This design comes from an exercise in tuning for small area on the open sky130 flow, not from production work.
At most, simulation tests tie the RTL to the original design; equivalence was not proved.
The RTL of runs 1, 3 and 4 was laid out without a check of its function.

==> design/flow/design.v <==
module AudioADC(
input AUD_BCLK,
input rst,
input AUD_ADCLRCK,
input AUD_ADCDAT,
output reg [15:0] dataL,
output reg [15:0] dataR
);
localparam START = 2'd0, WAIT = 2'd1, BITS = 2'd2, DONE = 2'd3;
reg [1:0] s;
reg [4:0] count;
reg [31:0] shift;
reg doneD;
always @(posedge AUD_BCLK or negedge rst)
begin
	if (rst == 0)
		begin
			s <= START;
			count <= 5'd31;
		end
	else
		case (s)
			START: s <= WAIT;
			WAIT:  if (AUD_ADCLRCK) s <= BITS;
			BITS:
				begin
					count <= count - 5'd1;  
					if (count == 5'd0) s <= DONE;
				end
			DONE:  s <= WAIT;
		endcase
end
always @(posedge AUD_BCLK)
begin
	shift <= {shift[30:0], AUD_ADCDAT};
	doneD <= (s == DONE);
	if (s == DONE)
		dataL <= shift[31:16];
	if (doneD)
		dataR <= shift[16:1];
end
endmodule
module AudioDAC(
input AUD_BCLK,
input rst,
input AUD_DACLRCK,
input [15:0] half,
output load,
output reg loadLo,
output AUD_DACDAT
);
localparam START = 2'd0, WAIT = 2'd1, BITS = 2'd2, DONE = 2'd3;
reg [1:0] s;
reg [4:0] count;
reg [31:0] sr;
reg msb;
assign load = (s == WAIT) & AUD_DACLRCK;
always @(posedge AUD_BCLK or negedge rst)
begin
	if (rst == 0)
		begin
			s <= START;
			count <= 5'd31;
		end
	else
		case (s)
			START: s <= WAIT;
			WAIT:  if (AUD_DACLRCK) s <= BITS;
			BITS:
				begin
					count <= count - 5'd1;  
					if (count == 5'd0) s <= DONE;
				end
			DONE:  s <= WAIT;
		endcase
end
always @(posedge AUD_BCLK)
begin
	loadLo <= load;
	if (load)
		msb <= half[15];
	if (load)
		sr <= {half, sr[14:0], sr[31]};
	else if (loadLo)
		sr <= {sr[30:16], half, sr[31]};
	else
		sr <= {sr[30:0], sr[31]};
end
assign AUD_DACDAT = (s == BITS) ? sr[31] : msb;
endmodule
module FxCore(
input [143:0] x,
input [15:0] dflt,
input lpf,
input hpf,
input comb,
input mavg,
output [15:0] y
);
wire [15:0] u0 = {~x[15], x[14:0]};
wire [15:0] u1 = {~x[31], x[30:16]};
wire [15:0] u2 = {~x[47], x[46:32]};
wire [15:0] u3 = {~x[63], x[62:48]};
wire [15:0] u4 = {~x[79], x[78:64]};
wire [15:0] u5 = {~x[95], x[94:80]};
wire [15:0] u6 = {~x[111], x[110:96]};
wire [15:0] u7 = {~x[127], x[126:112]};
wire [15:0] u8 = {~x[143], x[142:128]};
wire ncomb = ~comb;
wire hs1;
wire hc2;
wire fs3;
wire fc4;
wire fs5;
wire fc6;
wire fs7;
wire fc8;
wire fs9;
wire fc10;
wire fs11;
wire fc12;
wire fs13;
wire fc14;
wire fs15;
wire fc16;
wire fs17;
wire fc18;
wire fs19;
wire fc20;
wire fs21;
wire fc22;
wire fs23;
wire fc24;
wire fs25;
wire fc26;
wire fs27;
wire fc28;
wire fs29;
wire fc30;
wire fs31;
wire fc32;
wire hs33;
wire hc34;
wire fs35;
wire fc36;
wire fs37;
wire fc38;
wire fs39;
wire fc40;
wire fs41;
wire fc42;
wire fs43;
wire fc44;
wire fs45;
wire fc46;
wire fs47;
wire fc48;
wire fs49;
wire fc50;
wire fs51;
wire fc52;
wire fs53;
wire fc54;
wire fs55;
wire fc56;
wire fs57;
wire fc58;
wire fs59;
wire fc60;
wire fs61;
wire fc62;
wire fs63;
wire fc64;
wire hs65;
wire hc66;
wire fs67;
wire fc68;
wire fs69;
wire fc70;
wire fs71;
wire fc72;
wire fs73;
wire fc74;
wire fs75;
wire fc76;
wire fs77;
wire fc78;
wire fs79;
wire fc80;
wire fs81;
wire fc82;
wire fs83;
wire fc84;
wire fs85;
wire fc86;
wire fs87;
wire fc88;
wire fs89;
wire fc90;
wire fs91;
wire fc92;
wire fs93;
wire fc94;
wire fs95;
wire fc96;
wire hs97;
wire hc98;
wire fs99;
wire fc100;
wire fs101;
wire fc102;
wire fs103;
wire fc104;
wire fs105;
wire fc106;
wire fs107;
wire fc108;
wire fs109;
wire fc110;
wire fs111;
wire fc112;
wire fs113;
wire fc114;
wire fs115;
wire fc116;
wire fs117;
wire fc118;
wire fs119;
wire fc120;
wire fs121;
wire fc122;
wire fs123;
wire fc124;
wire fs125;
wire fc126;
wire fs127;
wire fc128;
wire [17:0] oa;
wire [17:0] ob;
wire [17:0] ea;
wire [17:0] eb;
wire fs129;
wire fc130;
wire fs131;
wire fc132;
wire hs133;
wire hc134;
wire fs135;
wire fc136;
wire hs137;
wire hc138;
wire fs139;
wire fc140;
wire hs141;
wire hc142;
wire fs143;
wire fc144;
wire hs145;
wire hc146;
wire fs147;
wire fc148;
wire hs149;
wire hc150;
wire fs151;
wire fc152;
wire hs153;
wire hc154;
wire fs155;
wire fc156;
wire hs157;
wire hc158;
wire fs159;
wire fc160;
wire hs161;
wire hc162;
wire fs163;
wire fc164;
wire hs165;
wire hc166;
wire fs167;
wire fc168;
wire hs169;
wire hc170;
wire fs171;
wire fc172;
wire hs173;
wire hc174;
wire fs175;
wire fc176;
wire hs177;
wire hc178;
wire fs179;
wire fc180;
wire hs181;
wire hc182;
wire fs183;
wire fc184;
wire hs185;
wire hc186;
wire fs187;
wire fc188;
wire fs189;
wire fc190;
wire fs191;
wire fc192;
wire hs193;
wire hc194;
wire fs195;
wire fc196;
wire hs197;
wire hc198;
wire hs199;
wire hc200;
wire fs201;
wire fc202;
wire fs203;
wire fc204;
wire fs205;
wire fc206;
wire fs207;
wire fc208;
wire fs209;
wire fc210;
wire fs211;
wire fc212;
wire fs213;
wire fc214;
wire fs215;
wire fc216;
wire fs217;
wire fc218;
wire fs219;
wire fc220;
wire fs221;
wire fc222;
wire fs223;
wire fc224;
wire fs225;
wire fc226;
wire fs227;
wire fc228;
wire fs229;
wire fc230;
wire fs231;
wire fc232;
wire fs233;
wire fc234;
wire hs235;
wire hc236;
wire fs237;
wire fc238;
wire fs239;
wire fc240;
wire fs241;
wire fc242;
wire fs243;
wire fc244;
wire fs245;
wire fc246;
wire fs247;
wire fc248;
wire fs249;
wire fc250;
wire fs251;
wire fc252;
wire fs253;
wire fc254;
wire fs255;
wire fc256;
wire fs257;
wire fc258;
wire fs259;
wire fc260;
wire fs261;
wire fc262;
wire fs263;
wire fc264;
wire fs265;
wire fc266;
wire fs267;
wire fc268;
wire fs269;
wire fc270;
wire fs271;
wire fc272;
wire [19:0] sa;
wire [19:0] sb;
wire [15:0] p = comb ? u0 : (lpf | hpf | mavg) ? u4 : {~dflt[15], dflt[14:0]};
wire [17:0] qa = {18{lpf | mavg}} & oa;
wire [17:0] qb = {18{lpf | mavg}} & ob;
wire [17:0] ra = {{2{mavg}} & ea[17:16], ({16{mavg}} & ea[15:0]) | ({16{hpf}} & ~ea[15:0]) | ({16{comb}} & ~u8)};
wire [17:0] rb = {{2{mavg}} & eb[17:16], ({16{mavg}} & eb[15:0]) | ({16{hpf}} & ~eb[15:0])};
assign hs1 = u1[0] ^ u3[0];
assign hc2 = u1[0] & u3[0];
assign fs3 = u1[1] ^ u3[1] ^ u5[1];
assign fc4 = (u1[1] & u3[1]) | (u5[1] & (u1[1] ^ u3[1]));
assign fs5 = u1[2] ^ u3[2] ^ u5[2];
assign fc6 = (u1[2] & u3[2]) | (u5[2] & (u1[2] ^ u3[2]));
assign fs7 = u1[3] ^ u3[3] ^ u5[3];
assign fc8 = (u1[3] & u3[3]) | (u5[3] & (u1[3] ^ u3[3]));
assign fs9 = u1[4] ^ u3[4] ^ u5[4];
assign fc10 = (u1[4] & u3[4]) | (u5[4] & (u1[4] ^ u3[4]));
assign fs11 = u1[5] ^ u3[5] ^ u5[5];
assign fc12 = (u1[5] & u3[5]) | (u5[5] & (u1[5] ^ u3[5]));
assign fs13 = u1[6] ^ u3[6] ^ u5[6];
assign fc14 = (u1[6] & u3[6]) | (u5[6] & (u1[6] ^ u3[6]));
assign fs15 = u1[7] ^ u3[7] ^ u5[7];
assign fc16 = (u1[7] & u3[7]) | (u5[7] & (u1[7] ^ u3[7]));
assign fs17 = u1[8] ^ u3[8] ^ u5[8];
assign fc18 = (u1[8] & u3[8]) | (u5[8] & (u1[8] ^ u3[8]));
assign fs19 = u1[9] ^ u3[9] ^ u5[9];
assign fc20 = (u1[9] & u3[9]) | (u5[9] & (u1[9] ^ u3[9]));
assign fs21 = u1[10] ^ u3[10] ^ u5[10];
assign fc22 = (u1[10] & u3[10]) | (u5[10] & (u1[10] ^ u3[10]));
assign fs23 = u1[11] ^ u3[11] ^ u5[11];
assign fc24 = (u1[11] & u3[11]) | (u5[11] & (u1[11] ^ u3[11]));
assign fs25 = u1[12] ^ u3[12] ^ u5[12];
assign fc26 = (u1[12] & u3[12]) | (u5[12] & (u1[12] ^ u3[12]));
assign fs27 = u1[13] ^ u3[13] ^ u5[13];
assign fc28 = (u1[13] & u3[13]) | (u5[13] & (u1[13] ^ u3[13]));
assign fs29 = u1[14] ^ u3[14] ^ u5[14];
assign fc30 = (u1[14] & u3[14]) | (u5[14] & (u1[14] ^ u3[14]));
assign fs31 = u1[15] ^ u3[15] ^ u5[15];
assign fc32 = (u1[15] & u3[15]) | (u5[15] & (u1[15] ^ u3[15]));
assign hs33 = hs1 ^ u5[0];
assign hc34 = hs1 & u5[0];
assign fs35 = fs3 ^ u7[1] ^ hc2;
assign fc36 = (fs3 & u7[1]) | (hc2 & (fs3 ^ u7[1]));
assign fs37 = fs5 ^ u7[2] ^ fc4;
assign fc38 = (fs5 & u7[2]) | (fc4 & (fs5 ^ u7[2]));
assign fs39 = fs7 ^ u7[3] ^ fc6;
assign fc40 = (fs7 & u7[3]) | (fc6 & (fs7 ^ u7[3]));
assign fs41 = fs9 ^ u7[4] ^ fc8;
assign fc42 = (fs9 & u7[4]) | (fc8 & (fs9 ^ u7[4]));
assign fs43 = fs11 ^ u7[5] ^ fc10;
assign fc44 = (fs11 & u7[5]) | (fc10 & (fs11 ^ u7[5]));
assign fs45 = fs13 ^ u7[6] ^ fc12;
assign fc46 = (fs13 & u7[6]) | (fc12 & (fs13 ^ u7[6]));
assign fs47 = fs15 ^ u7[7] ^ fc14;
assign fc48 = (fs15 & u7[7]) | (fc14 & (fs15 ^ u7[7]));
assign fs49 = fs17 ^ u7[8] ^ fc16;
assign fc50 = (fs17 & u7[8]) | (fc16 & (fs17 ^ u7[8]));
assign fs51 = fs19 ^ u7[9] ^ fc18;
assign fc52 = (fs19 & u7[9]) | (fc18 & (fs19 ^ u7[9]));
assign fs53 = fs21 ^ u7[10] ^ fc20;
assign fc54 = (fs21 & u7[10]) | (fc20 & (fs21 ^ u7[10]));
assign fs55 = fs23 ^ u7[11] ^ fc22;
assign fc56 = (fs23 & u7[11]) | (fc22 & (fs23 ^ u7[11]));
assign fs57 = fs25 ^ u7[12] ^ fc24;
assign fc58 = (fs25 & u7[12]) | (fc24 & (fs25 ^ u7[12]));
assign fs59 = fs27 ^ u7[13] ^ fc26;
assign fc60 = (fs27 & u7[13]) | (fc26 & (fs27 ^ u7[13]));
assign fs61 = fs29 ^ u7[14] ^ fc28;
assign fc62 = (fs29 & u7[14]) | (fc28 & (fs29 ^ u7[14]));
assign fs63 = fs31 ^ u7[15] ^ fc30;
assign fc64 = (fs31 & u7[15]) | (fc30 & (fs31 ^ u7[15]));
assign hs65 = u0[0] ^ u2[0];
assign hc66 = u0[0] & u2[0];
assign fs67 = u0[1] ^ u2[1] ^ u6[1];
assign fc68 = (u0[1] & u2[1]) | (u6[1] & (u0[1] ^ u2[1]));
assign fs69 = u0[2] ^ u2[2] ^ u6[2];
assign fc70 = (u0[2] & u2[2]) | (u6[2] & (u0[2] ^ u2[2]));
assign fs71 = u0[3] ^ u2[3] ^ u6[3];
assign fc72 = (u0[3] & u2[3]) | (u6[3] & (u0[3] ^ u2[3]));
assign fs73 = u0[4] ^ u2[4] ^ u6[4];
assign fc74 = (u0[4] & u2[4]) | (u6[4] & (u0[4] ^ u2[4]));
assign fs75 = u0[5] ^ u2[5] ^ u6[5];
assign fc76 = (u0[5] & u2[5]) | (u6[5] & (u0[5] ^ u2[5]));
assign fs77 = u0[6] ^ u2[6] ^ u6[6];
assign fc78 = (u0[6] & u2[6]) | (u6[6] & (u0[6] ^ u2[6]));
assign fs79 = u0[7] ^ u2[7] ^ u6[7];
assign fc80 = (u0[7] & u2[7]) | (u6[7] & (u0[7] ^ u2[7]));
assign fs81 = u0[8] ^ u2[8] ^ u6[8];
assign fc82 = (u0[8] & u2[8]) | (u6[8] & (u0[8] ^ u2[8]));
assign fs83 = u0[9] ^ u2[9] ^ u6[9];
assign fc84 = (u0[9] & u2[9]) | (u6[9] & (u0[9] ^ u2[9]));
assign fs85 = u0[10] ^ u2[10] ^ u6[10];
assign fc86 = (u0[10] & u2[10]) | (u6[10] & (u0[10] ^ u2[10]));
assign fs87 = u0[11] ^ u2[11] ^ u6[11];
assign fc88 = (u0[11] & u2[11]) | (u6[11] & (u0[11] ^ u2[11]));
assign fs89 = u0[12] ^ u2[12] ^ u6[12];
assign fc90 = (u0[12] & u2[12]) | (u6[12] & (u0[12] ^ u2[12]));
assign fs91 = u0[13] ^ u2[13] ^ u6[13];
assign fc92 = (u0[13] & u2[13]) | (u6[13] & (u0[13] ^ u2[13]));
assign fs93 = u0[14] ^ u2[14] ^ u6[14];
assign fc94 = (u0[14] & u2[14]) | (u6[14] & (u0[14] ^ u2[14]));
assign fs95 = u0[15] ^ u2[15] ^ u6[15];
assign fc96 = (u0[15] & u2[15]) | (u6[15] & (u0[15] ^ u2[15]));
assign hs97 = hs65 ^ u6[0];
assign hc98 = hs65 & u6[0];
assign fs99 = fs67 ^ u8[1] ^ hc66;
assign fc100 = (fs67 & u8[1]) | (hc66 & (fs67 ^ u8[1]));
assign fs101 = fs69 ^ u8[2] ^ fc68;
assign fc102 = (fs69 & u8[2]) | (fc68 & (fs69 ^ u8[2]));
assign fs103 = fs71 ^ u8[3] ^ fc70;
assign fc104 = (fs71 & u8[3]) | (fc70 & (fs71 ^ u8[3]));
assign fs105 = fs73 ^ u8[4] ^ fc72;
assign fc106 = (fs73 & u8[4]) | (fc72 & (fs73 ^ u8[4]));
assign fs107 = fs75 ^ u8[5] ^ fc74;
assign fc108 = (fs75 & u8[5]) | (fc74 & (fs75 ^ u8[5]));
assign fs109 = fs77 ^ u8[6] ^ fc76;
assign fc110 = (fs77 & u8[6]) | (fc76 & (fs77 ^ u8[6]));
assign fs111 = fs79 ^ u8[7] ^ fc78;
assign fc112 = (fs79 & u8[7]) | (fc78 & (fs79 ^ u8[7]));
assign fs113 = fs81 ^ u8[8] ^ fc80;
assign fc114 = (fs81 & u8[8]) | (fc80 & (fs81 ^ u8[8]));
assign fs115 = fs83 ^ u8[9] ^ fc82;
assign fc116 = (fs83 & u8[9]) | (fc82 & (fs83 ^ u8[9]));
assign fs117 = fs85 ^ u8[10] ^ fc84;
assign fc118 = (fs85 & u8[10]) | (fc84 & (fs85 ^ u8[10]));
assign fs119 = fs87 ^ u8[11] ^ fc86;
assign fc120 = (fs87 & u8[11]) | (fc86 & (fs87 ^ u8[11]));
assign fs121 = fs89 ^ u8[12] ^ fc88;
assign fc122 = (fs89 & u8[12]) | (fc88 & (fs89 ^ u8[12]));
assign fs123 = fs91 ^ u8[13] ^ fc90;
assign fc124 = (fs91 & u8[13]) | (fc90 & (fs91 ^ u8[13]));
assign fs125 = fs93 ^ u8[14] ^ fc92;
assign fc126 = (fs93 & u8[14]) | (fc92 & (fs93 ^ u8[14]));
assign fs127 = fs95 ^ u8[15] ^ fc94;
assign fc128 = (fs95 & u8[15]) | (fc94 & (fs95 ^ u8[15]));
assign oa = {1'b0, fc32, fs63, fs61, fs59, fs57, fs55, fs53, fs51, fs49, fs47, fs45, fs43, fs41, fs39, fs37, fs35, hs33};
assign ob = {1'b0, fc64, fc62, fc60, fc58, fc56, fc54, fc52, fc50, fc48, fc46, fc44, fc42, fc40, fc38, fc36, hc34, u7[0]};
assign ea = {1'b0, fc96, fs127, fs125, fs123, fs121, fs119, fs117, fs115, fs113, fs111, fs109, fs107, fs105, fs103, fs101, fs99, hs97};
assign eb = {1'b0, fc128, fc126, fc124, fc122, fc120, fc118, fc116, fc114, fc112, fc110, fc108, fc106, fc104, fc102, fc100, hc98, u8[0]};
assign fs129 = p[0] ^ qa[0] ^ qb[0];
assign fc130 = (p[0] & qa[0]) | (qb[0] & (p[0] ^ qa[0]));
assign fs131 = p[1] ^ qa[1] ^ qb[1];
assign fc132 = (p[1] & qa[1]) | (qb[1] & (p[1] ^ qa[1]));
assign hs133 = ra[1] ^ rb[1];
assign hc134 = ra[1] & rb[1];
assign fs135 = p[2] ^ qa[2] ^ qb[2];
assign fc136 = (p[2] & qa[2]) | (qb[2] & (p[2] ^ qa[2]));
assign hs137 = ra[2] ^ rb[2];
assign hc138 = ra[2] & rb[2];
assign fs139 = p[3] ^ qa[3] ^ qb[3];
assign fc140 = (p[3] & qa[3]) | (qb[3] & (p[3] ^ qa[3]));
assign hs141 = ra[3] ^ rb[3];
assign hc142 = ra[3] & rb[3];
assign fs143 = p[4] ^ qa[4] ^ qb[4];
assign fc144 = (p[4] & qa[4]) | (qb[4] & (p[4] ^ qa[4]));
assign hs145 = ra[4] ^ rb[4];
assign hc146 = ra[4] & rb[4];
assign fs147 = p[5] ^ qa[5] ^ qb[5];
assign fc148 = (p[5] & qa[5]) | (qb[5] & (p[5] ^ qa[5]));
assign hs149 = ra[5] ^ rb[5];
assign hc150 = ra[5] & rb[5];
assign fs151 = p[6] ^ qa[6] ^ qb[6];
assign fc152 = (p[6] & qa[6]) | (qb[6] & (p[6] ^ qa[6]));
assign hs153 = ra[6] ^ rb[6];
assign hc154 = ra[6] & rb[6];
assign fs155 = p[7] ^ qa[7] ^ qb[7];
assign fc156 = (p[7] & qa[7]) | (qb[7] & (p[7] ^ qa[7]));
assign hs157 = ra[7] ^ rb[7];
assign hc158 = ra[7] & rb[7];
assign fs159 = p[8] ^ qa[8] ^ qb[8];
assign fc160 = (p[8] & qa[8]) | (qb[8] & (p[8] ^ qa[8]));
assign hs161 = ra[8] ^ rb[8];
assign hc162 = ra[8] & rb[8];
assign fs163 = p[9] ^ qa[9] ^ qb[9];
assign fc164 = (p[9] & qa[9]) | (qb[9] & (p[9] ^ qa[9]));
assign hs165 = ra[9] ^ rb[9];
assign hc166 = ra[9] & rb[9];
assign fs167 = p[10] ^ qa[10] ^ qb[10];
assign fc168 = (p[10] & qa[10]) | (qb[10] & (p[10] ^ qa[10]));
assign hs169 = ra[10] ^ rb[10];
assign hc170 = ra[10] & rb[10];
assign fs171 = p[11] ^ qa[11] ^ qb[11];
assign fc172 = (p[11] & qa[11]) | (qb[11] & (p[11] ^ qa[11]));
assign hs173 = ra[11] ^ rb[11];
assign hc174 = ra[11] & rb[11];
assign fs175 = p[12] ^ qa[12] ^ qb[12];
assign fc176 = (p[12] & qa[12]) | (qb[12] & (p[12] ^ qa[12]));
assign hs177 = ra[12] ^ rb[12];
assign hc178 = ra[12] & rb[12];
assign fs179 = p[13] ^ qa[13] ^ qb[13];
assign fc180 = (p[13] & qa[13]) | (qb[13] & (p[13] ^ qa[13]));
assign hs181 = ra[13] ^ rb[13];
assign hc182 = ra[13] & rb[13];
assign fs183 = p[14] ^ qa[14] ^ qb[14];
assign fc184 = (p[14] & qa[14]) | (qb[14] & (p[14] ^ qa[14]));
assign hs185 = ra[14] ^ rb[14];
assign hc186 = ra[14] & rb[14];
assign fs187 = p[15] ^ qa[15] ^ qb[15];
assign fc188 = (p[15] & qa[15]) | (qb[15] & (p[15] ^ qa[15]));
assign fs189 = ra[15] ^ rb[15] ^ ncomb;
assign fc190 = (ra[15] & rb[15]) | (ncomb & (ra[15] ^ rb[15]));
assign fs191 = qa[16] ^ qb[16] ^ ra[16];
assign fc192 = (qa[16] & qb[16]) | (ra[16] & (qa[16] ^ qb[16]));
assign hs193 = rb[16] ^ 1'b1;
assign hc194 = rb[16] & 1'b1;
assign fs195 = qa[17] ^ qb[17] ^ ra[17];
assign fc196 = (qa[17] & qb[17]) | (ra[17] & (qa[17] ^ qb[17]));
assign hs197 = rb[17] ^ 1'b1;
assign hc198 = rb[17] & 1'b1;
assign hs199 = fs129 ^ ra[0];
assign hc200 = fs129 & ra[0];
assign fs201 = fs131 ^ hs133 ^ hpf;
assign fc202 = (fs131 & hs133) | (hpf & (fs131 ^ hs133));
assign fs203 = fs135 ^ hs137 ^ fc132;
assign fc204 = (fs135 & hs137) | (fc132 & (fs135 ^ hs137));
assign fs205 = fs139 ^ hs141 ^ fc136;
assign fc206 = (fs139 & hs141) | (fc136 & (fs139 ^ hs141));
assign fs207 = fs143 ^ hs145 ^ fc140;
assign fc208 = (fs143 & hs145) | (fc140 & (fs143 ^ hs145));
assign fs209 = fs147 ^ hs149 ^ fc144;
assign fc210 = (fs147 & hs149) | (fc144 & (fs147 ^ hs149));
assign fs211 = fs151 ^ hs153 ^ fc148;
assign fc212 = (fs151 & hs153) | (fc148 & (fs151 ^ hs153));
assign fs213 = fs155 ^ hs157 ^ fc152;
assign fc214 = (fs155 & hs157) | (fc152 & (fs155 ^ hs157));
assign fs215 = fs159 ^ hs161 ^ fc156;
assign fc216 = (fs159 & hs161) | (fc156 & (fs159 ^ hs161));
assign fs217 = fs163 ^ hs165 ^ fc160;
assign fc218 = (fs163 & hs165) | (fc160 & (fs163 ^ hs165));
assign fs219 = fs167 ^ hs169 ^ fc164;
assign fc220 = (fs167 & hs169) | (fc164 & (fs167 ^ hs169));
assign fs221 = fs171 ^ hs173 ^ fc168;
assign fc222 = (fs171 & hs173) | (fc168 & (fs171 ^ hs173));
assign fs223 = fs175 ^ hs177 ^ fc172;
assign fc224 = (fs175 & hs177) | (fc172 & (fs175 ^ hs177));
assign fs225 = fs179 ^ hs181 ^ fc176;
assign fc226 = (fs179 & hs181) | (fc176 & (fs179 ^ hs181));
assign fs227 = fs183 ^ hs185 ^ fc180;
assign fc228 = (fs183 & hs185) | (fc180 & (fs183 ^ hs185));
assign fs229 = fs187 ^ fs189 ^ fc184;
assign fc230 = (fs187 & fs189) | (fc184 & (fs187 ^ fs189));
assign fs231 = fs191 ^ hs193 ^ fc188;
assign fc232 = (fs191 & hs193) | (fc188 & (fs191 ^ hs193));
assign fs233 = fs195 ^ hs197 ^ fc192;
assign fc234 = (fs195 & hs197) | (fc192 & (fs195 ^ hs197));
assign hs235 = hs199 ^ rb[0];
assign hc236 = hs199 & rb[0];
assign fs237 = fs201 ^ fc130 ^ hc200;
assign fc238 = (fs201 & fc130) | (hc200 & (fs201 ^ fc130));
assign fs239 = fs203 ^ hc134 ^ fc202;
assign fc240 = (fs203 & hc134) | (fc202 & (fs203 ^ hc134));
assign fs241 = fs205 ^ hc138 ^ fc204;
assign fc242 = (fs205 & hc138) | (fc204 & (fs205 ^ hc138));
assign fs243 = fs207 ^ hc142 ^ fc206;
assign fc244 = (fs207 & hc142) | (fc206 & (fs207 ^ hc142));
assign fs245 = fs209 ^ hc146 ^ fc208;
assign fc246 = (fs209 & hc146) | (fc208 & (fs209 ^ hc146));
assign fs247 = fs211 ^ hc150 ^ fc210;
assign fc248 = (fs211 & hc150) | (fc210 & (fs211 ^ hc150));
assign fs249 = fs213 ^ hc154 ^ fc212;
assign fc250 = (fs213 & hc154) | (fc212 & (fs213 ^ hc154));
assign fs251 = fs215 ^ hc158 ^ fc214;
assign fc252 = (fs215 & hc158) | (fc214 & (fs215 ^ hc158));
assign fs253 = fs217 ^ hc162 ^ fc216;
assign fc254 = (fs217 & hc162) | (fc216 & (fs217 ^ hc162));
assign fs255 = fs219 ^ hc166 ^ fc218;
assign fc256 = (fs219 & hc166) | (fc218 & (fs219 ^ hc166));
assign fs257 = fs221 ^ hc170 ^ fc220;
assign fc258 = (fs221 & hc170) | (fc220 & (fs221 ^ hc170));
assign fs259 = fs223 ^ hc174 ^ fc222;
assign fc260 = (fs223 & hc174) | (fc222 & (fs223 ^ hc174));
assign fs261 = fs225 ^ hc178 ^ fc224;
assign fc262 = (fs225 & hc178) | (fc224 & (fs225 ^ hc178));
assign fs263 = fs227 ^ hc182 ^ fc226;
assign fc264 = (fs227 & hc182) | (fc226 & (fs227 ^ hc182));
assign fs265 = fs229 ^ hc186 ^ fc228;
assign fc266 = (fs229 & hc186) | (fc228 & (fs229 ^ hc186));
assign fs267 = fs231 ^ fc190 ^ fc230;
assign fc268 = (fs231 & fc190) | (fc230 & (fs231 ^ fc190));
assign fs269 = fs233 ^ hc194 ^ fc232;
assign fc270 = (fs233 & hc194) | (fc232 & (fs233 ^ hc194));
assign fs271 = fc196 ^ hc198 ^ fc234;
assign fc272 = (fc196 & hc198) | (fc234 & (fc196 ^ hc198));
assign sa = {1'b1, fs271, fs269, fs267, fs265, fs263, fs261, fs259, fs257, fs255, fs253, fs251, fs249, fs247, fs245, fs243, fs241, fs239, fs237, hs235};
assign sb = {fc272, fc270, fc268, fc266, fc264, fc262, fc260, fc258, fc256, fc254, fc252, fc250, fc248, fc246, fc244, fc242, fc240, fc238, hc236, comb};
wire [20:0] cc;
wire [19:0] s0;
wire [19:0] s;
wire [20:10] ones;    
assign cc[0] = 1'b0;
assign cc[10] = 1'b0;
genvar gi;
generate for (gi = 0; gi < 20; gi = gi + 1) begin : rca
	assign s0[gi] = sa[gi] ^ sb[gi] ^ cc[gi];
	if (gi != 10 - 1)
		assign cc[gi+1] = (sa[gi] & sb[gi]) | (cc[gi] & (sa[gi] ^ sb[gi]));
end endgenerate
wire clo = (sa[10-1] & sb[10-1]) | (cc[10-1] & (sa[10-1] ^ sb[10-1]));
assign ones[10] = 1'b1;
generate for (gi = 0; gi < 20; gi = gi + 1) begin : inc
	if (gi < 10)
		assign s[gi] = s0[gi];
	else begin
		assign ones[gi+1] = ones[gi] & s0[gi];
		assign s[gi] = s0[gi] ^ (clo & ones[gi]);
	end
end endgenerate
wire negfrac = s[19] & (s[2:0] != 3'd0);
wire [16:0] aones;   
wire [15:0] avg;
assign aones[0] = 1'b1;
genvar ai;
generate for (ai = 0; ai < 16; ai = ai + 1) begin : div
	assign aones[ai+1] = aones[ai] & s[ai+3];
	assign avg[ai] = s[ai+3] ^ (negfrac & aones[ai]);
end endgenerate
assign y = mavg ? avg : s[15:0];
endmodule
module AudioEffects(
input AUD_BCLK,
input rst,
input sw1,
input sw2,
input sw3,
input sw4,
input sw5,
input AUD_ADCDAT,
input AUD_ADCLRCK,
input AUD_DACLRCK,
output AUD_DACDAT
);
wire [15:0] adcL, adcR;
wire dacLoad;
wire phase;         
wire dacBit;
AudioADC myADC(
.AUD_BCLK(AUD_BCLK),
.rst(rst),
.AUD_ADCLRCK(AUD_ADCLRCK),
.AUD_ADCDAT(AUD_ADCDAT),
.dataL(adcL),
.dataR(adcR)
);
reg [143:0] lineL;
reg [143:0] lineR;
reg shiftR;
always @(posedge AUD_BCLK)
begin
	shiftR <= AUD_DACLRCK;
	if (AUD_DACLRCK == 1)
		lineL <= {lineL[127:0], adcL};
	if (shiftR == 1)
		lineR <= {lineR[127:0], adcR};
end
reg [3:0] selD;
always @(posedge AUD_BCLK)
	selD <= {sw5, sw4, sw3, sw2};
wire [3:0] sel = phase ? selD : {sw5, sw4, sw3, sw2};
reg [8:0] phaseX;
always @(posedge AUD_BCLK)
	phaseX <= {9{dacLoad}};
wire [143:0] x;
genvar k;
generate for (k = 0; k < 9; k = k + 1) begin : chsel
	assign x[16*k+15:16*k] = phaseX[k] ? lineR[16*k+15:16*k] : lineL[16*k+15:16*k];
end endgenerate
wire [15:0] dflt = phase ? adcR : adcL;
wire [15:0] half;
FxCore core(.x(x), .dflt(dflt),
	.lpf(sel == 4'b1000), .hpf(sel == 4'b0100), .comb(sel == 4'b0010), .mavg(sel == 4'b0001),
	.y(half));
AudioDAC myDAC(
.AUD_BCLK(AUD_BCLK),
.rst(rst),
.AUD_DACLRCK(AUD_DACLRCK),
.half(half),
.load(dacLoad),
.loadLo(phase),
.AUD_DACDAT(dacBit)
);
assign AUD_DACDAT = sw1 & dacBit;
endmodule
==> design/flow/run.sh <==
#!/bin/bash
# synth_recipe.tcl (not shown) runs the flow's synth.tcl, then flattens the netlist and writes it again
# the make line also repeats each setting of config.mk as NAME=value (left out here)
make -C /OpenROAD-flow-scripts/flow DESIGN_CONFIG=/design/flow/config.mk WORK_HOME=/design/flow/orfs CLKGATE_MAP_FILE= SYNTH_SCRIPT=/design/flow/synth_recipe.tcl finish
==> design/flow/config.mk <==
export PLATFORM = sky130hd
export DESIGN_NAME = AudioEffects
export DESIGN_NICKNAME = AudioEffects
export VERILOG_FILES = /design/flow/design.v
export SDC_FILE = /design/flow/constraint.sdc
export NUM_CORES = 4
export LEC_CHECK = 0
export CAP_MARGIN = 20
export CORE_MARGIN = 2
export CORE_UTILIZATION = 40
export CTS_BUF_LIST = sky130_fd_sc_hd__clkbuf_16
export CTS_CLUSTER_DIAMETER = 100
export CTS_CLUSTER_SIZE = 24
export SLEW_MARGIN = 20
==> design/flow/constraint.sdc <==
create_clock -name core_clock -period 10.0 [get_ports {AUD_BCLK}]
set_input_delay 2.0000 -clock core_clock [delete_from_list [all_inputs] [get_ports {AUD_BCLK}]]
set_output_delay 2.0000 -clock core_clock [all_outputs]
set_load 0.01 [all_outputs]
==> impl_metrics.json, run 1 <==
{
  "whs_ns": 0.345,
  "grt_pass1_vias": 10300,
  "ctsHoldBuffers": 0,
  "met3_usage": 0.0191,
  "utilization": 0.448,
  "dieArea_um2": 49100,
  "postPlaceCellArea_um2": 20200,
  "grt-ovfl-total": 0,
  "antenna_found_initial": 0,
  "top_usage_layer": "met1",
  "cts_tree": "built",
  "core_area_um2": 46700,
  "io_pins": 11,
  "final_max_slew_viol_count": 0,
  "cp_slowest_stage_delay_ns": 0.52,
  "drt_pass1_iterations": 6,
  "tightest_slew_ns": 1.01,
  "fp.dieH_um": 222,
  "met2_usage": 0.236,
  "cts_max_path_buffers": 3,
  "cts_buffers": 21,
  "drive_gt1_frac": 0.143,
  "fin_nets": 1453,
  "fin_cells": 1904,
  "num-fill-cells": 4092,
  "routedWlPerCell_um": 19.8,
  "max_freq_mhz": 104,
  "cts.clk_slew.worst_paths_ns": 0.10,
  "cap_violations": 0,
  "design_area_um2": 20900,
  "yosys_register_bits": 406,
  "hp-class": "reg -> reg",
  "final_hold_viol_count": 0,
  "postSynth.asyncResetShare": 0.0345,
  "slowest_stage": "fa_1",
  "regArea_um2": 11400,
  "yosys_warnings": 3,
  "setup_violations": 0,
  "drtIter0Drc": 826,
  "port_buffers": 10,
  "route.detailed.drc": 0,
  "syn_inst": 1223,
  "cts.sinks": 406,
  "fp.dieW_um": 222,
  "rsz0062_at_grt": "no",
  "period_needed_ns": 9.65,
  "num_rows": 79,
  "timing.final.crit_share": 0.965,
  "antenna_cells": 0,
  "syn2layout_area_growth_pct": 10.3,
  "clockRootBuffer": "clkbuf_16",
  "initial_core_util": 0.406,
  "syn_nets": 1394,
  "grt_pass1_wl_um": 59400,
  "globalplace.congestion": 0.799,
  "multiInputGateArea_um2": 7060,
  "clock_latency_ns": 0.56,
  "critical_path.max_fanout": 4,
  "totalWireLength_um": 37700,
  "crit_type": "in -> reg",
  "ys_seq_area_frac": 0.603,
  "grt_use_total": 0.155,
  "arrival_ns": 10.09,
  "vias_per_cell": 5.16,
  "cp.required_ns": 10.44,
  "cts_max_level": 1,
  "dp.cells": 1865,
  "ant_nets": 0,
  "synth_edf_count": 321,
  "maxSlewHeadroom": 0.329,
  "cp_common_cell": "fa_1",
  "grt_max_degree": 60,
  "ys.flop_type": "edfxtp_1",
  "finClkSkew_ns": 0.0167,
  "num_vias": 9821,
  "status": "finished clean",
  "netlist_area_um2": 18900,
  "synth_cell_types": 66,
  "dp_hpwl_um": 26400,
  "tns_ns": 0,
  "synth_area_per_cell_um2": 15.5,
  "startpoint_type": "input port",
  "crit_path_end_kind": "register",
  "met1_usage": 0.238
}
==> through the flow <==
stage                     worst slack (ns)
after floorplan                      0.224
after global placement              -0.575
final                                0.353
after global routing                0.0250
after detailed placement            -0.665
after CTS                           0.0203
==> placed cells by master, fill, tap and decap left out, types with 4 or more instances in the layout <==
cell type / instances
edfxtp_1: 321
mux2i_1: 140
fa_1: 124
inv_1: 87
buf_4: 71
dfxtp_1: 69
nand2_1: 56
nor2_1: 49
mux2_2: 34
ha_1: 33
and2_1: 26
o21ai_0: 26
a21oi_1: 25
clkbuf_16: 22
nor3_1: 17
a221o_1: 13
xor2_1: 12
a222oi_1: 12
xnor2_1: 11
dfstp_2: 10
nand2b_1: 9
nand3_1: 9
clkdlybuf4s50_1: 6
a22o_1: 5
a31oi_1: 5
nor4_1: 5
buf_6: 5
a22oi_2: 4
a22oi_1: 4
o211ai_1: 4
fa_2: 4
dfrtp_1: 4
==> cells in the mapped netlist, types with 15 or more instances <==
library cell	n	area [um2]
and2_1	26	163
ha_1	33	413
inv_1	76	285
o21ai_0	29	145
mux2_2	34	383
fa_1	128	2560
edfxtp_1	321	9640
buf_2	21	105
nor3_1	18	90.1
nand2_1	56	210
nor2_1	50	188
mux2i_1	141	1410
a21oi_1	25	125
clkbuf_1	15	56.3
dfxtp_1	71	1420
==> kinds of logic (layout without fill, tap and decap cells) <==
group | after synthesis | after routing | share of synthesized area
xor+xnor | 23 | 23 | 0.0106
buf+inv | 128 | 202 | 0.0293
compound gates | 129 | 129 | 0.0497
mux | 177 | 177 | 0.0971
fa+ha+maj | 161 | 161 | 0.157
flops | 406 | 406 | 0.603
simple gates | 199 | 199 | 0.0533
==> sequential cells by signal (all words and copies together) (netlist names) <==
signal	count
lineL	144
lineR	144
myADC.shift	32
myDAC.sr	32
myADC.dataL	16
myADC.dataR	16
myADC.count	5
myDAC.count	5
selD	4
myADC.s	2
myDAC.s	2
myADC.doneD	1
myDAC.loadLo	1
myDAC.msb	1
shiftR	1
==> repair_timing <==
action	CTS	global route
resized for setup	2	28
setup buffers	0	1
gates cloned	0	0
hold endpoints to repair	0	0
endpoints found under the setup margin	7	31
pin swaps	0	9
==> worst paths after layout <==
check	slack [ns]	end	cells past startpoint	from
min in group asynchronous	1.83	myADC.s[1]$_DFFE_PN0P_	1	rst
min	0.34	myADC.shift[1]$_DFF_P_	0	myADC.shift[0]$_DFF_P_
max reg2reg	1.01	myDAC.sr[16]$_DFF_P_	29	myDAC.loadLo$_DFF_P_
min reg2reg	0.34	myADC.shift[1]$_DFF_P_	0	myADC.shift[0]$_DFF_P_
max in group asynchronous	7.78	myDAC.s[0]$_DFFE_PN0P_	1	rst
max	0.35	myDAC.sr[16]$_DFF_P_	29	sw2
==> critical path, delay by kind of cell <==
kind	cells	cell delay, ns
adder cells (fa/ha/maj)	12	4.93
AND/OR/NAND/NOR	9	1.38
buffers and inverters	4	0.81
AO/OA/AOI/OAI	3	0.72
multiplexers	1	0.21
==> per-layer routing <==
| metal | vias up | share of wire |
|---|---|---|
| li1 | 4554 | - |
| met1 | 5032 | 0.50 |
| met2 | 197 | 0.44 |
| met3 | 38 | 0.040 |
| met4 | 0 | 0.020 |
| met5 | - | 0 |
==> final cells by class <==
type,count,area share
Clock inverter,16,0.00383
Clock buffer,22,0.0264
Inverter,77,0.0138
Timing Repair Buffer,87,0.0346
Multi-Input combinational cell,689,0.338
Tap cell,607,0.0364
Sequential cell,406,0.547
==> inputs of run 2 (changes only) <==
--- a/design/flow/design.v
+++ b/design/flow/design.v
@@ -743,10 +743,3 @@
 wire [3:0] sel = phase ? selD : {sw5, sw4, sw3, sw2};
-reg [8:0] phaseX;
-always @(posedge AUD_BCLK)
-	phaseX <= {9{dacLoad}};
-wire [143:0] x;
-genvar k;
-generate for (k = 0; k < 9; k = k + 1) begin : chsel
-	assign x[16*k+15:16*k] = phaseX[k] ? lineR[16*k+15:16*k] : lineL[16*k+15:16*k];
-end endgenerate
+wire [143:0] x = phase ? lineR : lineL;
 wire [15:0] dflt = phase ? adcR : adcL;
==> run 2 against run 1 <==
Fmax is the same. Wire length did not move. Global-route usage unchanged. Final area unchanged. Final cell count is the same. First-iteration DRC count is the same. Die area stayed put. Clock-buffer cell count unchanged. Largest cell class unchanged.
==> impl_metrics.json, run 2 <==
{
  "core_area_um2": 46700,
  "cts_max_level": 1,
  "dp_hpwl_um": 26400,
  "tns_ns": 0,
  "cp_slowest_stage_delay_ns": 0.52,
  "slowest_stage": "fa_1",
  "synth_edf_count": 321,
  "cp-endpoint": "myDAC.sr[16]$_DFF_P_",
  "synth_area_per_cell_um2": 15.5,
  "final_max_slew_viol_count": 0,
  "ys_seq_area_frac": 0.603,
  "clockRootBuffer": "clkbuf_16",
  "cts_buffers": 21,
  "antenna_found_initial": 0,
  "routedWlPerCell_um": 19.8,
  "io_pins": 11,
  "dieArea_um2": 49100,
  "startpoint_type": "input port",
  "rr_startpoint": "myDAC.loadLo$_DFF_P_",
  "worst_r2r_endpoint": "myDAC.sr[16]$_DFF_P_",
  "final_hold_viol_count": 0,
  "cts.clk_slew.worst_paths_ns": 0.10,
  "crit_type": "in -> reg",
  "rsz0062_at_grt": "no",
  "startpoint": "sw2",
  "max_freq_mhz": 104,
  "clock_latency_ns": 0.56,
  "top_usage_layer": "met1",
  "cp.required_ns": 10.44,
  "num_rows": 79,
  "r2r_slack_ns": 1.01,
  "period_needed_ns": 9.65,
  "mostFrequentLayoutCell": "edfxtp_1",
  "ys.flop_type": "edfxtp_1",
  "dp.cells": 1865,
  "r2r_cells": 29,
  "fin_nets": 1453,
  "yosysTopAreaCell": "edfxtp_1",
  "drive_gt1_frac": 0.143,
  "netlist_area_um2": 18900,
  "fp.dieW_um": 222,
  "cap_violations": 0,
  "initial_core_util": 0.406,
  "num_vias": 9821,
  "cts.sinks": 406,
  "fin_cells": 1904,
  "status": "finished clean",
  "timing.final.crit_share": 0.965,
  "yosys_register_bits": 406,
  "grt_pass1_wl_um": 59400,
  "finClkSkew_ns": 0.0167,
  "syn_nets": 1394,
  "synthTopCellsByCount": "edfxtp_1 (321), mux2i_1 (141), fa_1 (128), inv_1 (76), dfxtp_1 (71)",
  "fp.dieH_um": 222,
  "crit_path_end_kind": "register",
  "ctsHoldBuffers": 0,
  "cts_max_path_buffers": 3,
  "grt_pass1_vias": 10300,
  "num-fill-cells": 4092,
  "totalWireLength_um": 37700,
  "drt_pass1_iterations": 6,
  "design_area_um2": 20900,
  "reg_top3": "lineL x144, lineR x144",
  "synthTopCellsByArea": "edfxtp_1 (51%), fa_1 (14%), dfxtp_1 (7.5%)",
  "synth_cell_types": 66,
  "met3_usage": 0.0191,
  "postPlaceCellArea_um2": 20200,
  "postSynth.asyncResetShare": 0.0345,
  "syn_inst": 1223,
  "arrival_ns": 10.09,
  "ant_nets": 0,
  "globalplace.congestion": 0.799,
  "met1_usage": 0.238,
  "yosys_warnings": 3,
  "route.detailed.drc": 0,
  "drtIter0Drc": 826,
  "vias_per_cell": 5.16,
  "hp-class": "reg -> reg",
  "cts_tree": "built",
  "grt_max_degree": 60,
  "grt_use_total": 0.155,
  "final_cell_mix": "edfxtp_1 (321), mux2i_1 (140), fa_1 (124)",
  "synth.top_cell.area_share": 0.509,
  "maxSlewHeadroom": 0.329,
  "setup_violations": 0,
  "antenna_cells": 0,
  "grt-ovfl-total": 0,
  "tightest_slew_ns": 1.01,
  "critical_path.max_fanout": 4,
  "cp_common_cell": "fa_1",
  "port_buffers": 10,
  "synth_most_common_cell": "edfxtp_1",
  "syn2layout_area_growth_pct": 10.3,
  "met2_usage": 0.236
}
## run 2: how the worst min path moves through the flow
stage / startpoint / end / slack [ns] / cells after the start
2_1_floorplan: myADC.shift[0]$_DFF_P_ / myADC.shift[1]$_DFF_P_ / 0.31 / 0
3_3_place_gp: myADC.shift[0]$_DFF_P_ / myADC.shift[1]$_DFF_P_ / 0.32 / 0
3_5_place_dp: myADC.shift[0]$_DFF_P_ / myADC.shift[1]$_DFF_P_ / 0.33 / 0
4_1_cts: myADC.shift[0]$_DFF_P_ / myADC.shift[1]$_DFF_P_ / 0.35 / 0
5_1_grt: myADC.shift[0]$_DFF_P_ / myADC.shift[1]$_DFF_P_ / 0.35 / 0
6_report: myADC.shift[0]$_DFF_P_ / myADC.shift[1]$_DFF_P_ / 0.34 / 0
## run 2: metrics by stage
stage	setup WS (ns)	util	hold slack, ns
CTS	0.0203	0.446	0.349
finish	0.353	0.448	0.345
floorplan	0.224	-	0.310
global route	0.0250	0.448	0.347
global placement	-0.575	0.432	0.321
detailed placement	-0.665	0.432	0.326
## run 2: final cells by class
cell class | count | area (um2) | share of cell area
well taps | 607 | 759 | 0.0364
inverters | 77 | 289 | 0.0138
clock inverters | 16 | 80.1 | 0.00383
flip-flops and latches | 406 | 11400 | 0.547
repair buffers | 87 | 723 | 0.0346
clock buffers | 22 | 551 | 0.0264
multi-input cells | 689 | 7060 | 0.338
## run 2: logic make-up (layout without fill, tap and decap cells)
logic type,Yosys count,after routing,synth area share
flip-flops,406,406,0.603
XOR/XNOR,23,23,0.0106
adder cells (fa/ha/maj),161,161,0.157
buffers and inverters,128,202,0.0293
multiplexers,177,177,0.0971
AND/OR/NAND/NOR,199,199,0.0533
AO/OA/AOI/OAI,129,129,0.0497
## run 2: critical path: cells and delay by family
kind                       cells  cell delay, ns
AOI/OAI and AO/OA              3            0.72
and+or+nand+nor                9            1.38
adders and majority gates     12            4.93
muxes                          1            0.21
buffers and inverters          4            0.81
## run 2: what timing repair did
action | in CTS | in global routing
resized for setup | 2 | 28
setup endpoints to repair | 7 | 31
pin swaps | 0 | 9
setup buffers | 0 | 1
## run 2: per-layer routing
| metal | vias to the layer above | share of wire |
|---|---|---|
| met1 | 5032 | 0.50 |
| met3 | 38 | 0.040 |
| met5 | - | 0 |
| met2 | 197 | 0.44 |
| met4 | 0 | 0.020 |
| li1 | 4554 | - |
==> inputs of run 3 (changes only) <==
--- a/design/flow/design.v
+++ b/design/flow/design.v
@@ -673,5 +673,5 @@
 wire [19:0] s;
-wire [20:10] ones;    
+wire [20:13] ones;    
 assign cc[0] = 1'b0;
-assign cc[10] = 1'b0;
+assign cc[13] = 1'b0;
 genvar gi;
@@ -679,9 +679,9 @@
 	assign s0[gi] = sa[gi] ^ sb[gi] ^ cc[gi];
-	if (gi != 10 - 1)
+	if (gi != 13 - 1)
 		assign cc[gi+1] = (sa[gi] & sb[gi]) | (cc[gi] & (sa[gi] ^ sb[gi]));
 end endgenerate
-wire clo = (sa[10-1] & sb[10-1]) | (cc[10-1] & (sa[10-1] ^ sb[10-1]));
-assign ones[10] = 1'b1;
+wire clo = (sa[13-1] & sb[13-1]) | (cc[13-1] & (sa[13-1] ^ sb[13-1]));
+assign ones[13] = 1'b1;
 generate for (gi = 0; gi < 20; gi = gi + 1) begin : inc
-	if (gi < 10)
+	if (gi < 13)
 		assign s[gi] = s0[gi];
==> run 3 against run 2 <==
Die area decreased by 1.3%. Highest routed layer unchanged. Largest cell class unchanged. Register-to-register slack got worse by 0.40 ns. Non-clock buffer count decreased by 28.
==> impl_metrics.json, run 3 <==
{
  "netlist_area_um2": 18700,
  "max_freq_mhz": 103,
  "cts_max_path_buffers": 3,
  "final_cell_mix": "edfxtp_1 (321), fa_1 (118), mux2i_1 (106)",
  "syn_nets": 1342,
  "cts_max_level": 1,
  "grt-ovfl-total": 0,
  "synth_cell_types": 64,
  "maxSlewHeadroom": 0.341,
  "cp_top_family": "adder cells",
  "arrival_ns": 10.16,
  "yosysTopAreaCell": "edfxtp_1",
  "grt_pass1_wl_um": 56600,
  "final_hold_viol_count": 0,
  "reg_top3": "lineL x144, lineR x144",
  "fin_cells": 1826,
  "finClkSkew_ns": 0.0134,
  "startpoint_type": "input port",
  "drtIter0Drc": 789,
  "cp_common_cell": "fa_2",
  "yosys_register_bits": 406,
  "drt_pass1_iterations": 5,
  "synthTopCellsByArea": "edfxtp_1 (52%), fa_1 (14%), dfxtp_1 (7.6%)",
  "dieArea_um2": 48500,
  "whs_ns": 0.337,
  "setup_violations": 0,
  "synth.top_cell.area_share": 0.516,
  "antenna_found_initial": 0,
  "num-fill-cells": 4033,
  "regArea_um2": 11400,
  "ant_nets": 0,
  "routedWlPerCell_um": 19.6,
  "fp.dieW_um": 220,
  "core_area_um2": 46400,
  "initial_core_util": 0.403,
  "port_buffers": 10,
  "grt_max_degree": 64,
  "crit_buf_inv": 6,
  "yosys_warnings": 3,
  "clockRootBuffer": "clkbuf_16",
  "grt_use_total": 0.152,
  "ys_seq_area_frac": 0.611,
  "critical_path.max_fanout": 4,
  "dp_hpwl_um": 24700,
  "slowest_stage": "fa_1",
  "utilization": 0.440,
  "cts_buffers": 20,
  "cap_violations": 0,
  "syn2layout_area_growth_pct": 9.18,
  "route.detailed.drc": 0,
  "final_max_slew_viol_count": 0,
  "cp.required_ns": 10.44,
  "postSynth.asyncResetShare": 0.0345,
  "mostFrequentLayoutCell": "edfxtp_1",
  "hp-class": "reg -> reg",
  "synth_area_per_cell_um2": 16.0,
  "ys.flop_type": "edfxtp_1",
  "drive_gt1_frac": 0.139,
  "period_needed_ns": 9.72,
  "timing.final.crit_share": 0.972,
  "multiInputGateArea_um2": 6870,
  "num_vias": 9206,
  "fp.dieH_um": 220,
  "ctsHoldBuffers": 0,
  "postPlaceCellArea_um2": 19700,
  "cts.clk_slew.worst_paths_ns": 0.10,
  "globalplace.congestion": 0.802,
  "synthTopCellsByCount": "edfxtp_1 (321), fa_1 (128), mux2i_1 (108), nand2_1 (79), inv_1 (72)",
  "synth_most_common_cell": "edfxtp_1",
  "crit_type": "in -> reg",
  "tightest_slew_ns": 0.988,
  "vias_per_cell": 5.04,
  "io_pins": 11,
  "num_rows": 79,
  "crit_path_end_kind": "register",
  "totalWireLength_um": 35700,
  "r2r_slack_ns": 0.61,
  "grt_pass1_vias": 9849,
  "clock_latency_ns": 0.54,
  "fin_nets": 1376,
  "status": "finished clean",
  "cts.sinks": 406,
  "syn_inst": 1171,
  "design_area_um2": 20400,
  "dp.cells": 1789,
  "antenna_cells": 0,
  "cp_slowest_stage_delay_ns": 0.57,
  "cts_tree": "built",
  "synth_edf_count": 321
}
[run 3: cell types whose count changed in the layout (fill, tap and decap cells not counted), sizes merged, moves of 7 or more]
cell    previous run  this run
a22o               7         0
mux4               0        16
nand2             56        79
buf               78        50
a222oi            12         0
o31ai              1        12
o21a               3        13
mux2i            143       108
a21oi             25         8
a22oi              8         1
o21ai             30        42
nor2              52        37
nor3              19         9
[run 3: cells by family after synthesis]
kind of cell,after synthesis,synth area share
xor+xnor,23,0.0108
simple gates,186,0.0494
flops,406,0.611
compound gates,116,0.0442
buf+inv,120,0.0272
fa+ha+maj,162,0.160
mux,158,0.0976
[run 3: worst reg2reg max path, cell delays in order, from the launching register on]
cell and delay [ns]:
dfxtp_4 0.73, buf_4 0.51, mux2i_1 0.38, fa_1 0.48, fa_1 0.57, nor2_1 0.06, a221o_1 0.28, ha_1 0.33
fa_1 0.49, fa_1 0.54, fa_2 0.41, fa_2 0.37, fa_2 0.34, fa_2 0.34, fa_2 0.34, fa_2 0.35
fa_2 0.34, fa_2 0.35, fa_2 0.36, fa_2 0.42, nand3_4 0.11, o31a_1 0.23, o21a_1 0.17, ha_1 0.25
mux2i_2 0.23, o21ai_1 0.09, a31o_2 0.22
[run 3: cell type report]
cell class	instances	area share
flip-flops and latches	406	0.560
multi-input cells	645	0.336
well taps	607	0.0372
clock buffers	21	0.0257
repair buffers	59	0.0235
inverters	73	0.0136
clock inverters	15	0.00343
[run 3: worst paths after layout]
check	startpoint	endpoint	cells after the start
max	sw4	myDAC.sr[16]$_DFF_P_	32
min	myADC.shift[0]$_DFF_P_	myADC.shift[1]$_DFF_P_	0
max reg2reg	myDAC.loadLo$_DFF_P_	myDAC.sr[16]$_DFF_P_	26
min reg2reg	myADC.shift[0]$_DFF_P_	myADC.shift[1]$_DFF_P_	0
max in group asynchronous	rst	myDAC.s[1]$_DFFE_PN0P_	1
min in group asynchronous	rst	myADC.s[1]$_DFFE_PN0P_	1
[run 3: timing repair]
item	CTS	global route
gates cloned	0	0
gates resized for setup	6	14
buffers inserted	0	1
endpoints found under the setup margin	32	32
pin swaps	2	10
hold endpoints to repair	0	0
[run 3: metrics by stage]
| stage | setup slack (ns) | setup TNS (ns) |
|---|---|---|
| 3_3_place_gp | -0.714 | -17.36 |
| 2_1_floorplan | -0.112 | -0.465 |
| 6_report | 0.277 | 0 |
| 5_1_grt | -0.000444 | -0.000444 |
| 3_5_place_dp | -0.883 | -23.09 |
| 4_1_cts | 0.0184 | 0 |
[run 3: metal layers]
metal	part of all wire	up-vias	global-route usage
li1	-	4279	-
met3	0.033	31	0.0208
met2	0.47	148	0.245
met4	0.015	0	0.0282
met1	0.48	4748	0.222
met5	0	-	0
==> inputs of run 4 (changes only) <==
--- a/design/flow/design.v
+++ b/design/flow/design.v
@@ -673,5 +673,5 @@
 wire [19:0] s;
-wire [20:13] ones;    
+wire [20:15] ones;    
 assign cc[0] = 1'b0;
-assign cc[13] = 1'b0;
+assign cc[15] = 1'b0;
 genvar gi;
@@ -679,9 +679,9 @@
 	assign s0[gi] = sa[gi] ^ sb[gi] ^ cc[gi];
-	if (gi != 13 - 1)
+	if (gi != 15 - 1)
 		assign cc[gi+1] = (sa[gi] & sb[gi]) | (cc[gi] & (sa[gi] ^ sb[gi]));
 end endgenerate
-wire clo = (sa[13-1] & sb[13-1]) | (cc[13-1] & (sa[13-1] ^ sb[13-1]));
-assign ones[13] = 1'b1;
+wire clo = (sa[15-1] & sb[15-1]) | (cc[15-1] & (sa[15-1] ^ sb[15-1]));
+assign ones[15] = 1'b1;
 generate for (gi = 0; gi < 20; gi = gi + 1) begin : inc
-	if (gi < 13)
+	if (gi < 15)
 		assign s[gi] = s0[gi];
==> run 4 against run 3 <==
The layout now fails its checks (setup timing). Hold slack worse by 0.0048 ns. Die area is 0.15% lower. Synthesized area is 0.15% lower. Final cell count is 1.2% higher. Sequential share of layout area is 0.73 points lower. Highest routed layer unchanged.
==> impl_metrics.json, run 4 <==
{
  "maxSlewHeadroom": 0.273,
  "clock_latency_ns": 0.56,
  "core_area_um2": 46300,
  "synth.top_cell.area_share": 0.516,
  "ant_nets": 0,
  "multiInputGateArea_um2": 6920,
  "synth_cell_types": 72,
  "yosys_register_bits": 406,
  "setup_slack_ns": -0.453,
  "hp-class": "reg -> reg",
  "crit_buf_inv": 4,
  "totalWireLength_um": 34900,
  "syn_nets": 1338,
  "arrival_ns": 10.94,
  "timing.final.crit_share": 1.05,
  "fp.dieH_um": 220,
  "synthXorXnorAreaFrac": 0.0103,
  "cap_violations": 0,
  "grt_use_total": 0.149,
  "synth_most_common_cell": "edfxtp_1",
  "num_vias": 9222,
  "critical_path.max_fanout": 4,
  "finClkSkew_ns": 0.0201,
  "grt-ovfl-total": 0,
  "port_buffers": 10,
  "syn2layout_area_growth_pct": 10.8,
  "syn_inst": 1167,
  "route.detailed.drc": 0,
  "postSynth.asyncResetShare": 0.0345,
  "io_pins": 11,
  "so.violations": "setup timing",
  "antenna_found_initial": 0,
  "antenna_cells": 0,
  "initial_core_util": 0.404,
  "rr_startpoint": "myDAC.loadLo$_DFF_P_",
  "final_hold_viol_count": 0,
  "startpoint": "sw3",
  "grt_pass1_wl_um": 55900,
  "drive_gt1_frac": 0.174,
  "whs_ns": 0.333,
  "vias_per_cell": 4.99,
  "slowest_stage": "or4_4",
  "final_cell_mix": "edfxtp_1 (321), fa_1 (114), mux2i_1 (108)",
  "crit_path_end_kind": "register",
  "clockRootBuffer": "clkbuf_16",
  "grt_pass1_vias": 9882,
  "num-fill-cells": 4110,
  "mostFrequentLayoutCell": "edfxtp_1",
  "synthTopCellsByArea": "edfxtp_1 (52%), fa_1 (14%), dfxtp_1 (7.6%)",
  "cts_tree": "built",
  "cp_top_family": "adder cells",
  "synthTopCellsByCount": "edfxtp_1 (321), fa_1 (128), mux2i_1 (109), inv_1 (73), dfxtp_1 (71)",
  "dp_slack_ns": -1.47,
  "fp.dieW_um": 220,
  "cts.sinks": 406,
  "startpoint_type": "input port",
  "globalplace.congestion": 0.796,
  "cp_common_cell": "fa_2",
  "grt_max_degree": 79,
  "status": "complete, but fails checks",
  "cp_slowest_stage_delay_ns": 0.53,
  "synth-compound-area-share": 0.0412,
  "final_max_slew_viol_count": 0,
  "tightest_slew_ns": 1.09,
  "netlist_area_um2": 18700,
  "fin_nets": 1397,
  "dp.cells": 1803,
  "dieArea_um2": 48400,
  "cts_max_path_buffers": 3,
  "cts_buffers": 21,
  "regArea_um2": 11400,
  "drt_pass1_iterations": 5,
  "ys_seq_area_frac": 0.612,
  "synth_top_family_by_area": "adder cells",
  "max_freq_mhz": 95.7,
  "synthAdderAreaFrac": 0.159,
  "reg_top3": "lineL x144, lineR x144",
  "hp-start": "myADC.shift[0]$_DFF_P_",
  "drtIter0Drc": 673,
  "routedWlPerCell_um": 18.9,
  "crit_type": "in -> reg",
  "synthMuxAreaShare": 0.0977,
  "dp_hpwl_um": 24300,
  "cts.clk_slew.worst_paths_ns": 0.09,
  "synth_simple_gate_area_frac": 0.0526,
  "period_needed_ns": 10.45,
  "cp.required_ns": 10.48,
  "synth_edf_count": 321,
  "yosysTopAreaCell": "edfxtp_1",
  "setup_violations": 32,
  "synth_area_per_cell_um2": 16.0,
  "cts_max_level": 1,
  "yosys_warnings": 3,
  "num_rows": 79,
  "fin_cells": 1848,
  "ys.flop_type": "edfxtp_1",
  "rsz0062_at_grt": "yes"
}
-- run 4: cell count changes in the layout (fill, tap and decap cells not counted), sizes merged, moves of 6 or more --
cell,change
nand2,-12
buf,+22
or3,+6
nor2,+11
o31ai,-7
a21oi,+13
o21a,-10
-- run 4: worst paths after layout --
path / cells past startpoint / end / slack (ns)
worst max register to register: 31 / myDAC.sr[31]$_DFF_P_ / -0.17
worst min register to register: 0 / myADC.shift[1]$_DFF_P_ / 0.33
worst min-delay path: 0 / myADC.shift[1]$_DFF_P_ / 0.33
max in group asynchronous: 1 / myDAC.s[1]$_DFFE_PN0P_ / 7.74
min in group asynchronous: 1 / myADC.s[0]$_DFFE_PN0P_ / 1.84
worst max-delay path: 34 / myDAC.sr[31]$_DFF_P_ / -0.45
-- run 4: cell families (layout without fill, tap and decap cells) --
family | after synthesis | in the layout
AND/OR/NAND/NOR | 189 | 189
XOR/XNOR | 22 | 22
buffers and inverters | 116 | 190
adder cells (fa/ha/maj) | 161 | 161
flip-flops | 406 | 406
AO/OA/AOI/OAI | 115 | 115
multiplexers | 158 | 158
-- run 4: layout make-up --
class,count,area share
inverters,75,0.0137
flip-flops and latches,406,0.553
clock inverters,17,0.00538
multi-input cells,645,0.335
clock buffers,21,0.0254
repair buffers,77,0.0314
well taps,607,0.0367
-- run 4: what timing repair did --
item,4_1_cts,5_1_grt
setup buffers,5,2
pin swaps,10,2
endpoints found under the setup margin,32,32
hold buffers,0,0
resized for setup,38,8
gates cloned,0,0
-- run 4: worst register-to-register path, delay by kind of cell, from the launching register on --
kind                       cells  cell delay [ns]
adders and majority gates     20             7.30
and+or+nand+nor                4             1.23
DFF                            1             0.44
muxes                          1             0.39
AOI/OAI and AO/OA              2             0.36
buffers and inverters          3             0.24
xor gates and xnor gates       1             0.12
-- run 4: routing by layer --
layer  vias to the layer above  global-route usage  routed length [um]
li1                       4328                   -                   -
met1                      4740               0.223               17200
met2                       125               0.233               16100
met3                        29              0.0211                1170
met4                         0              0.0291                 562
met5                         -                   0                   0
-- run 4: metrics by stage --
stage                util  setup TNS, ns  area, um2
global placement    0.430         -35.15      19900
floorplan               -         -10.97      18800
global route        0.447         -17.39      20700
finish              0.447          -6.38      20700
detailed placement  0.430         -38.10      19900
CTS                 0.446          -5.41      20600

==> what the ideal ports hide <==
The results above use ideal ports. As a check the final layouts listed here were re-extracted and re-timed, cells and wires unchanged. Step 1 sets driving cells, clkbuf_16 on the clock port and buf_2 on the other inputs (assumed; they add their load-dependent delay and slew). Step 2 adds t to the input delays and takes it off the output delays; t is the mean of the earliest and latest rising clock arrival at the registers after step 1. Input paths then give back, and output paths get back, about the clock's delay inside the block. Three values: no drivers, after step 1, after step 2; two values: the first two.
| run | shift t [ns] | setup slack, ns | worst setup path at the end |
|---|---|---|---|
| run 1 | 0.609 | 0.353 / 0.385 / -0.224 | input to register |
| run 2 | 0.609 | 0.353 / 0.385 / -0.224 | input to register |
| run 3 | 0.587 | 0.277 / 0.312 / -0.275 | input to register |
| run 4 | 0.605 | -0.453 / -0.440 / -1.045 | input to register |
Met with ideal ports but missed after step 2: setup timing in run 1, run 2 and run 3. For run 4, which loses most, drivers alone change the setup slack by +0.013 ns; drivers and shift together by -0.592 ns.
